Source: an optimization exercise on an open RTL-to-GDS flow (aim: small area). Production flows keep margins and buffers that such runs may drop.
Function was checked by simulation only, so behaviour that the tests miss may differ from the original.
With no activity given, the tool overestimates toggling in this design, so its power and IR-drop figures are unreliable.

==> run a <==
Design qoi_encoder, start of the top module:
module qoi_encoder(
	input wire[7:0] r,
	input wire[7:0] g,
	input wire[7:0] b,
	input wire[7:0] a,
	input wire finish,
	input wire clk,
	input wire rst,
	output wire[39:0] chunk,
	output wire[2:0] chunk_len
);
==> module qoi_encoder, before the edit <==
module qoi_encoder(
	input wire[7:0] r,
	input wire[7:0] g,
	input wire[7:0] b,
	input wire[7:0] a,
	input wire finish,
	input wire clk,
	input wire rst,
	output wire[39:0] chunk,
	output wire[2:0] chunk_len
);
reg[7:0] pr, pg, pb, pa;
reg[7:0] ppa;
reg[5:0] ph_hash;  
reg wv;            
reg pix;           
reg[7:0] c0;
reg[7:0] c1;
reg[2:0] clen;
reg rep;         
reg[5:0] runm1;  
reg pre_run;     
reg pre_pend;    
reg ph;
reg[25:0] st[0:63];
reg[63:0] valid;
wire[25:0] cur26 = {pr, pg, pb, pa[7:6]};
wire[25:0] wd = cur26 ^ {26{ph}};
wire[63:0] we = 64'd1 << ph_hash;
wire[25:0] st_d[0:63];
genvar e, i;
generate for (e = 0; e < 64; e = e + 1) begin : ent
	wire wr = we[e] & wv;
	wire nwr = ~wr;
	for (i = 0; i < 26; i = i + 1) begin : bt
		qoi_encoder_cell c(.s(st[e][i]), .we(wr), .nwe(nwr), .d(wd[i]), .y(st_d[e][i]));
	end
	always @(posedge clk)
		st[e] <= st_d[e];
end endgenerate
wire[26:0] rdn[0:21];
wire[26:0] rd;
generate for (e = 0; e < 21; e = e + 1) begin : rg
	for (i = 0; i < 27; i = i + 1) begin : rb
		qoi_encoder_sel3 s(
			.a0(i < 26 ? st[3*e][i] : valid[3*e]), .s0(we[3*e]),
			.a1(i < 26 ? st[3*e+1][i] : valid[3*e+1]), .s1(we[3*e+1]),
			.a2(i < 26 ? st[3*e+2][i] : valid[3*e+2]), .s2(we[3*e+2]),
			.y(rdn[e][i]));
	end
end endgenerate
assign rdn[21] = ~({valid[63], st[63]} & {27{we[63]}});
generate for (i = 0; i < 27; i = i + 1) begin : ro
	wire[21:0] col;
	for (e = 0; e < 22; e = e + 1) begin : rc
		assign col[e] = rdn[e][i];
	end
	assign rd[i] = ~&col;
end endgenerate
wire match = rd[26] ? (rd[25:0] == wd) : (ph_hash == 6'd0 && cur26 == 26'd0);
wire k = pre_run | pre_pend;
wire[7:0] pfx = pre_pend ? ppa : {2'b11, runm1};
wire[7:0] b0 = match ? {2'b00, ph_hash} : c0;
wire[2:0] len = !pix ? 3'd0 : match ? 3'd1 : clen;
assign chunk[7:0]   = k ? pfx : b0;
assign chunk[15:8]  = k ? b0 : c1;
assign chunk[23:16] = k ? c1 : pg;
assign chunk[31:24] = k ? pg : pb;
assign chunk[39:32] = k ? pb : pa;
assign chunk_len = (k && len == 3'd5) ? 3'd5 : len + {2'b00, k};
wire ovf = k && len == 3'd5;
wire[5:0] h = r[5:0] * 6'd3 + g[5:0] * 6'd5 + b[5:0] * 6'd7 + a[5:0] * 6'd11;
wire is_rep = {pr, pg, pb, pa} == {r, g, b, a};
wire[7:0] vr = r - pr;
wire[7:0] vg = g - pg;
wire[7:0] vb = b - pb;
wire[7:0] vg_r = vr - vg;
wire[7:0] vg_b = vb - vg;
wire is_diff = (vr[7:1] == 7'h00 || vr[7:1] == 7'h7f) &&
               (vg[7:1] == 7'h00 || vg[7:1] == 7'h7f) &&
               (vb[7:1] == 7'h00 || vb[7:1] == 7'h7f);
wire is_luma = (vg[7:5] == 3'h0 || vg[7:5] == 3'h7) &&
               (vg_r[7:3] == 5'h00 || vg_r[7:3] == 5'h1f) &&
               (vg_b[7:3] == 5'h00 || vg_b[7:3] == 5'h1f);
always @(posedge clk) begin
	ph <= ~ph;
	ppa <= pa;
	pr <= r;
	pg <= g;
	pb <= b;
	pa <= a;
	ph_hash <= h;
	wv <= !finish;
	pre_pend <= ovf;
	c1 <= r;
	if (pa != a) begin
		c0 <= 8'hff;
		clen <= 5;
	end else if (is_diff) begin
		c0 <= {2'b01, ~vr[1], vr[0], ~vg[1], vg[0], ~vb[1], vb[0]};
		clen <= 1;
	end else if (is_luma) begin
		c0 <= {2'b10, ~vg[5], vg[4:0]};
		c1 <= {~vg_r[3], vg_r[2:0], ~vg_b[3], vg_b[2:0]};
		clen <= 2;
	end else begin
		c0 <= 8'hfe;
		clen <= 4;
	end
	if (finish) begin
		pix <= 0;
		rep <= 0;
		pre_run <= rep;
	end else if (is_rep) begin
		pix <= 0;
		if (rep) begin
			runm1 <= runm1 + 6'd1;
			pre_run <= runm1 == 6'd60;
			rep <= runm1 != 6'd60;
		end else begin
			runm1 <= 0;
			pre_run <= 0;
			rep <= 1;
		end
	end else begin
		pix <= 1;
		pre_run <= rep;
		rep <= 0;
	end
	if (wv)
		valid[ph_hash] <= 1'b1;
	if (rst) begin
		pr <= 0;
		pg <= 0;
		pb <= 0;
		pa <= 255;
		wv <= 0;
		pix <= 0;
		rep <= 0;
		pre_run <= 0;
		pre_pend <= 0;
		valid <= 0;
	end
end
endmodule
==> module qoi_encoder_sel3, before the edit <==
module qoi_encoder_sel3(input wire a0, input wire s0, input wire a1, input wire s1,
	input wire a2, input wire s2, output wire y);
assign y = ~(a0 & s0 | a1 & s1 | a2 & s2);
endmodule
==> flow/config.mk <==
export PLATFORM = sky130hd
export DESIGN_NAME = qoi_encoder
export DESIGN_NICKNAME = qoi_encoder
export VERILOG_FILES = /design/flow/design.v
export SDC_FILE = /design/flow/constraint.sdc
export NUM_CORES = 4
export LEC_CHECK = 0
export CAP_MARGIN = 20
export CORE_MARGIN = 2
export CORE_UTILIZATION = 65
export SLEW_MARGIN = 20
export SYNTH_HIERARCHICAL = 1
==> flow/constraint.sdc <==
create_clock -name core_clock -period 10.0 [get_ports {clk}]
set_input_delay 2.0000 -clock core_clock [delete_from_list [all_inputs] [get_ports {clk}]]
set_output_delay 2.0000 -clock core_clock [all_outputs]
set_load 0.01 [all_outputs]
run.sh (not shown) runs the stock make flow with config.mk's settings and CLKGATE_MAP_FILE= SYNTH_SCRIPT=/design/flow/synth_recipe.tcl, a recipe that flattens the netlist after the stock synthesis.
==> run b (differences from run a) <==
--- a/flow/design.v
+++ b/flow/design.v
@@ -8,4 +8,4 @@
 	input wire rst,
-	output wire[39:0] chunk,
-	output wire[2:0] chunk_len
+	output reg[39:0] chunk,
+	output reg[2:0] chunk_len
 );
@@ -13,4 +13,6 @@
 reg[7:0] ppa;
-reg[5:0] ph_hash;  
-reg wv;            
+reg[7:0] sel_lo, sel_hi;
+wire[5:0] ph_hash = {
+	|sel_hi[7:4], sel_hi[7] | sel_hi[6] | sel_hi[3] | sel_hi[2], sel_hi[7] | sel_hi[5] | sel_hi[3] | sel_hi[1],
+	|sel_lo[7:4], sel_lo[7] | sel_lo[6] | sel_lo[3] | sel_lo[2], sel_lo[7] | sel_lo[5] | sel_lo[3] | sel_lo[1]};
 reg pix;           
@@ -18,3 +20,3 @@
 reg[7:0] c1;
-reg[2:0] clen;
+wire[2:0] clen = c0[7:6] == 2'b11 ? (c0[0] ? 3'd5 : 3'd4) : c0[7] ? 3'd2 : 3'd1;
 reg rep;         
@@ -28,3 +30,3 @@
 wire[25:0] wd = cur26 ^ {26{ph}};
-wire[63:0] we = 64'd1 << ph_hash;
+wire[63:0] we;
 wire[25:0] st_d[0:63];
@@ -32,4 +34,5 @@
 generate for (e = 0; e < 64; e = e + 1) begin : ent
-	wire wr = we[e] & wv;
-	wire nwr = ~wr;
+	assign we[e] = sel_lo[e % 8] & sel_hi[e / 8];
+	wire wr = we[e];
+	wire nwr = ~(sel_lo[e % 8] & sel_hi[e / 8]);
 	for (i = 0; i < 26; i = i + 1) begin : bt
@@ -59,3 +62,3 @@
 end endgenerate
-wire match = rd[26] ? (rd[25:0] == wd) : (ph_hash == 6'd0 && cur26 == 26'd0);
+wire match = rd[26] ? (rd[25:0] == wd) : (sel_lo[0] && sel_hi[0] && cur26 == 26'd0);
 wire k = pre_run | pre_pend;
@@ -64,8 +67,4 @@
 wire[2:0] len = !pix ? 3'd0 : match ? 3'd1 : clen;
-assign chunk[7:0]   = k ? pfx : b0;
-assign chunk[15:8]  = k ? b0 : c1;
-assign chunk[23:16] = k ? c1 : pg;
-assign chunk[31:24] = k ? pg : pb;
-assign chunk[39:32] = k ? pb : pa;
-assign chunk_len = (k && len == 3'd5) ? 3'd5 : len + {2'b00, k};
+wire[39:0] chunk_d = {k ? pb : pa, k ? pg : pb, k ? c1 : pg, k ? b0 : c1, k ? pfx : b0};
+wire[2:0] chunk_len_d = (k && len == 3'd5) ? 3'd5 : len + {2'b00, k};
 wire ovf = k && len == 3'd5;
@@ -86,2 +85,4 @@
 	ph <= ~ph;
+	chunk <= chunk_d;
+	chunk_len <= chunk_len_d;
 	ppa <= pa;
@@ -91,4 +92,4 @@
 	pa <= a;
-	ph_hash <= h;
-	wv <= !finish;
+	sel_lo <= (8'd1 << h[2:0]) & {8{!finish && !rst}};
+	sel_hi <= 8'd1 << h[5:3];
 	pre_pend <= ovf;
@@ -97,6 +98,4 @@
 		c0 <= 8'hff;
-		clen <= 5;
 	end else if (is_diff) begin
 		c0 <= {2'b01, ~vr[1], vr[0], ~vg[1], vg[0], ~vb[1], vb[0]};
-		clen <= 1;
 	end else if (is_luma) begin
@@ -104,6 +103,4 @@
 		c1 <= {~vg_r[3], vg_r[2:0], ~vg_b[3], vg_b[2:0]};
-		clen <= 2;
 	end else begin
 		c0 <= 8'hfe;
-		clen <= 4;
 	end
@@ -129,4 +126,3 @@
 	end
-	if (wv)
-		valid[ph_hash] <= 1'b1;
+	valid <= valid | we;
 	if (rst) begin
@@ -136,3 +132,2 @@
 		pa <= 255;
-		wv <= 0;
 		pix <= 0;
Settings changed: CTS_BUF_LIST set to sky130_fd_sc_hd__clkbuf_16, CTS_CLUSTER_DIAMETER set to 80, CTS_CLUSTER_SIZE set to 32.
==> run c (differences from run a) <==
==> flow/design.v (replaced) <==
module qoi_encoder(
	input wire[7:0] r,
	input wire[7:0] g,
	input wire[7:0] b,
	input wire[7:0] a,
	input wire finish,
	input wire clk,
	input wire rst,
	output wire[39:0] chunk,
	output wire[2:0] chunk_len
);
reg[7:0] pr, pg, pb, pa;
reg[7:0] ppa;
reg[7:0] c0, c1;
reg[2:0] clen;
reg rep;       
reg[5:0] runm1;  
reg pre_run;   
reg pre_pend;  
reg ph;
reg[25:0] st[0:63];
reg[63:0] valid;
wire[5:0] h = r[5:0] * 6'd3 + g[5:0] * 6'd5 + b[5:0] * 6'd7 + a[5:0] * 6'd11;
wire[25:0] px26 = {r, g, b, a[7:6]};
wire[25:0] wd = px26 ^ {26{ph}};
wire[63:0] we = 64'd1 << h;
wire[25:0] rd = st[h];
wire match = valid[h] ? (rd == wd) : (h == 6'd0 && px26 == 26'd0);
wire[25:0] st_d[0:63];
genvar e, i;
generate for (e = 0; e < 64; e = e + 1) begin : ent
	wire nwe = ~we[e];
	for (i = 0; i < 26; i = i + 1) begin : bt
		qoi_encoder_cell c(.s(st[e][i]), .we(we[e]), .nwe(nwe), .d(wd[i]), .y(st_d[e][i]));
	end
	always @(posedge clk)
		st[e] <= st_d[e];
end endgenerate
wire is_rep = {pr, pg, pb, pa} == {r, g, b, a};
wire[7:0] vr = r - pr;
wire[7:0] vg = g - pg;
wire[7:0] vb = b - pb;
wire[7:0] vg_r = vr - vg;
wire[7:0] vg_b = vb - vg;
wire[7:0] vr_p2 = vr + 8'd2;
wire[7:0] vg_p2 = vg + 8'd2;
wire[7:0] vb_p2 = vb + 8'd2;
wire[7:0] vg_p32 = vg + 8'd32;
wire[7:0] vg_r_p8 = vg_r + 8'd8;
wire[7:0] vg_b_p8 = vg_b + 8'd8;
wire is_diff = vr_p2[7:2] == 0 && vg_p2[7:2] == 0 && vb_p2[7:2] == 0;
wire is_luma = vg_p32[7:6] == 0 && vg_r_p8[7:4] == 0 && vg_b_p8[7:4] == 0;
wire k = pre_run | pre_pend;
wire[7:0] pfx = pre_pend ? ppa : {2'b11, runm1};
assign chunk[7:0]   = k ? pfx : c0;
assign chunk[15:8]  = k ? c0 : c1;
assign chunk[23:16] = k ? c1 : pg;
assign chunk[31:24] = k ? pg : pb;
assign chunk[39:32] = k ? pb : pa;
assign chunk_len = (k && clen == 3'd5) ? 3'd5 : clen + {2'b00, k};
wire ovf = k && clen == 3'd5;
always @(posedge clk) begin
	ph <= ~ph;
	ppa <= pa;
	pr <= r;
	pg <= g;
	pb <= b;
	pa <= a;
	pre_pend <= ovf;
	c1 <= r;
	if (finish) begin
		clen <= 0;
		rep <= 0;
		pre_run <= rep;
	end else if (is_rep) begin
		clen <= 0;
		if (rep) begin
			runm1 <= runm1 + 6'd1;
			pre_run <= runm1 == 6'd60;
			rep <= runm1 != 6'd60;
		end else begin
			runm1 <= 0;
			pre_run <= 0;
			rep <= 1;
		end
	end else begin
		pre_run <= rep;
		rep <= 0;
		if (match) begin
			c0 <= {2'b00, h};
			clen <= 1;
		end else if (pa != a) begin
			c0 <= 8'hff;
			clen <= 5;
		end else if (is_diff) begin
			c0 <= {2'b01, vr_p2[1:0], vg_p2[1:0], vb_p2[1:0]};
			clen <= 1;
		end else if (is_luma) begin
			c0 <= {2'b10, vg_p32[5:0]};
			c1 <= {vg_r_p8[3:0], vg_b_p8[3:0]};
			clen <= 2;
		end else begin
			c0 <= 8'hfe;
			clen <= 4;
		end
	end
	if (rst) begin
		pr <= 0;
		pg <= 0;
		pb <= 0;
		pa <= 255;
		clen <= 0;
		rep <= 0;
		pre_run <= 0;
		pre_pend <= 0;
		valid <= 0;
	end else begin
		valid[h] <= 1'b1;
	end
end
endmodule
module qoi_encoder_cell(input wire s, input wire we, input wire nwe, input wire d, output wire y);
assign y = ~((s | we) & (nwe | d));
endmodule
Settings changed: CORE_UTILIZATION 65 to 40.
==> comparison <==
Run a finished with negative setup slack left. Run b completed with no timing, DRC or antenna violations. Run c produced a layout that fails on negative setup slack.
Clock power: run c is larger than run a (about 11%).
Against run b, the cell area of run a is larger by about 6%.
The highest via count belongs to run c, the lowest to run b.
The lowest register-to-register slack belongs to run b, the highest to run c.
Critical path depth: run a < run b < run c.
Of run b and run c, run c has the higher combinational power (gap about 90%, measured against run c).
The lowest first-iteration DRC count belongs to run b, the highest to run c.
==> figures <==
Internal Dissipation: run b 12.3 mW; run c 32.2 mW; run a 14.9 mW
Data arrival time of the worst path: run b 7.85 ns; run c 10.88 ns; run a 8.04 ns
Die Ht: run b 309 um; run c 412 um; run a 310 um
Termination of the worst setup path: run b chunk_len[2]; run c c1[2]; run a chunk[11]
Met2 wire length: run b 85800 um; run c 159000 um; run a 95900 um
Power per cell area: run b 261 nW/um2; run c 806 nW/um2; run a 315 nW/um2
Sequential fraction of the synthesis area: run b 0.613; run c 0.543; run a 0.597
Share of the clock period used by the worst path: run b 0.727; run c 1.01; run a 1.00
Data required time at the worst endpoint: run b 10.58 ns; run c 10.76 ns; run a 8.00 ns
Hold wc startpoint: run b pa[2]; run c pa[7]; run a pa[0]
Detailed route wirelength on metal3: run b 23000 um; run c 58200 um; run a 33900 um
Post-cts repair resize count: run b 0; run c 4; run a 0
Met1 Wirelength: run b 77700 um; run c 146000 um; run a 86100 um
Outcome: run b finished clean; run c failed layout checks; run a failed layout checks
Reasons for failing layout checks: run b -; run c negative setup slack; run a negative setup slack
Number of global-route vias before repair: run b 47108; run c 65276; run a 51628

-- separate check: timing with driven ports --
The results above use ideal ports. As a check the final layouts listed here were re-extracted and re-timed, cells and wires unchanged.
Step 1 (the two cells are an assumption about what drives the block):
set clk [get_ports {clk}]
set_driving_cell -lib_cell sky130_fd_sc_hd__clkbuf_16 $clk
set_driving_cell -lib_cell sky130_fd_sc_hd__buf_2 [delete_from_list [all_inputs] $clk]
Step 2 adds t to the input delays and takes it off the output delays; t is the mean of the earliest and latest rising clock arrival at the registers after step 1. Input paths then give back, and output paths get back, about the clock's delay inside the block.
a / b / c = ideal / step 1 / step 2; a / b = the first two.
| run | shift t [ns] | slack for setup (ns) | hold WS [ns] | latest minus earliest clock arrival (ns) |
|---|---|---|---|---|
| run a | 0.847 | -0.040 / -0.110 / 0.737 | 0.395 / 0.395 / 0.395 | 0.036 / 0.036 |
| run b | 0.764 | 2.725 / 2.725 / 2.725 | 0.372 / 0.372 / 0.372 | 0.048 / 0.048 |
| run c | 0.963 | -0.124 / -0.053 / -1.016 | 0.415 / 0.415 / 0.415 | 0.056 / 0.056 |
The setup slack of run c, which loses most, moves by +0.071 ns with the drivers and by -0.892 ns with both steps.
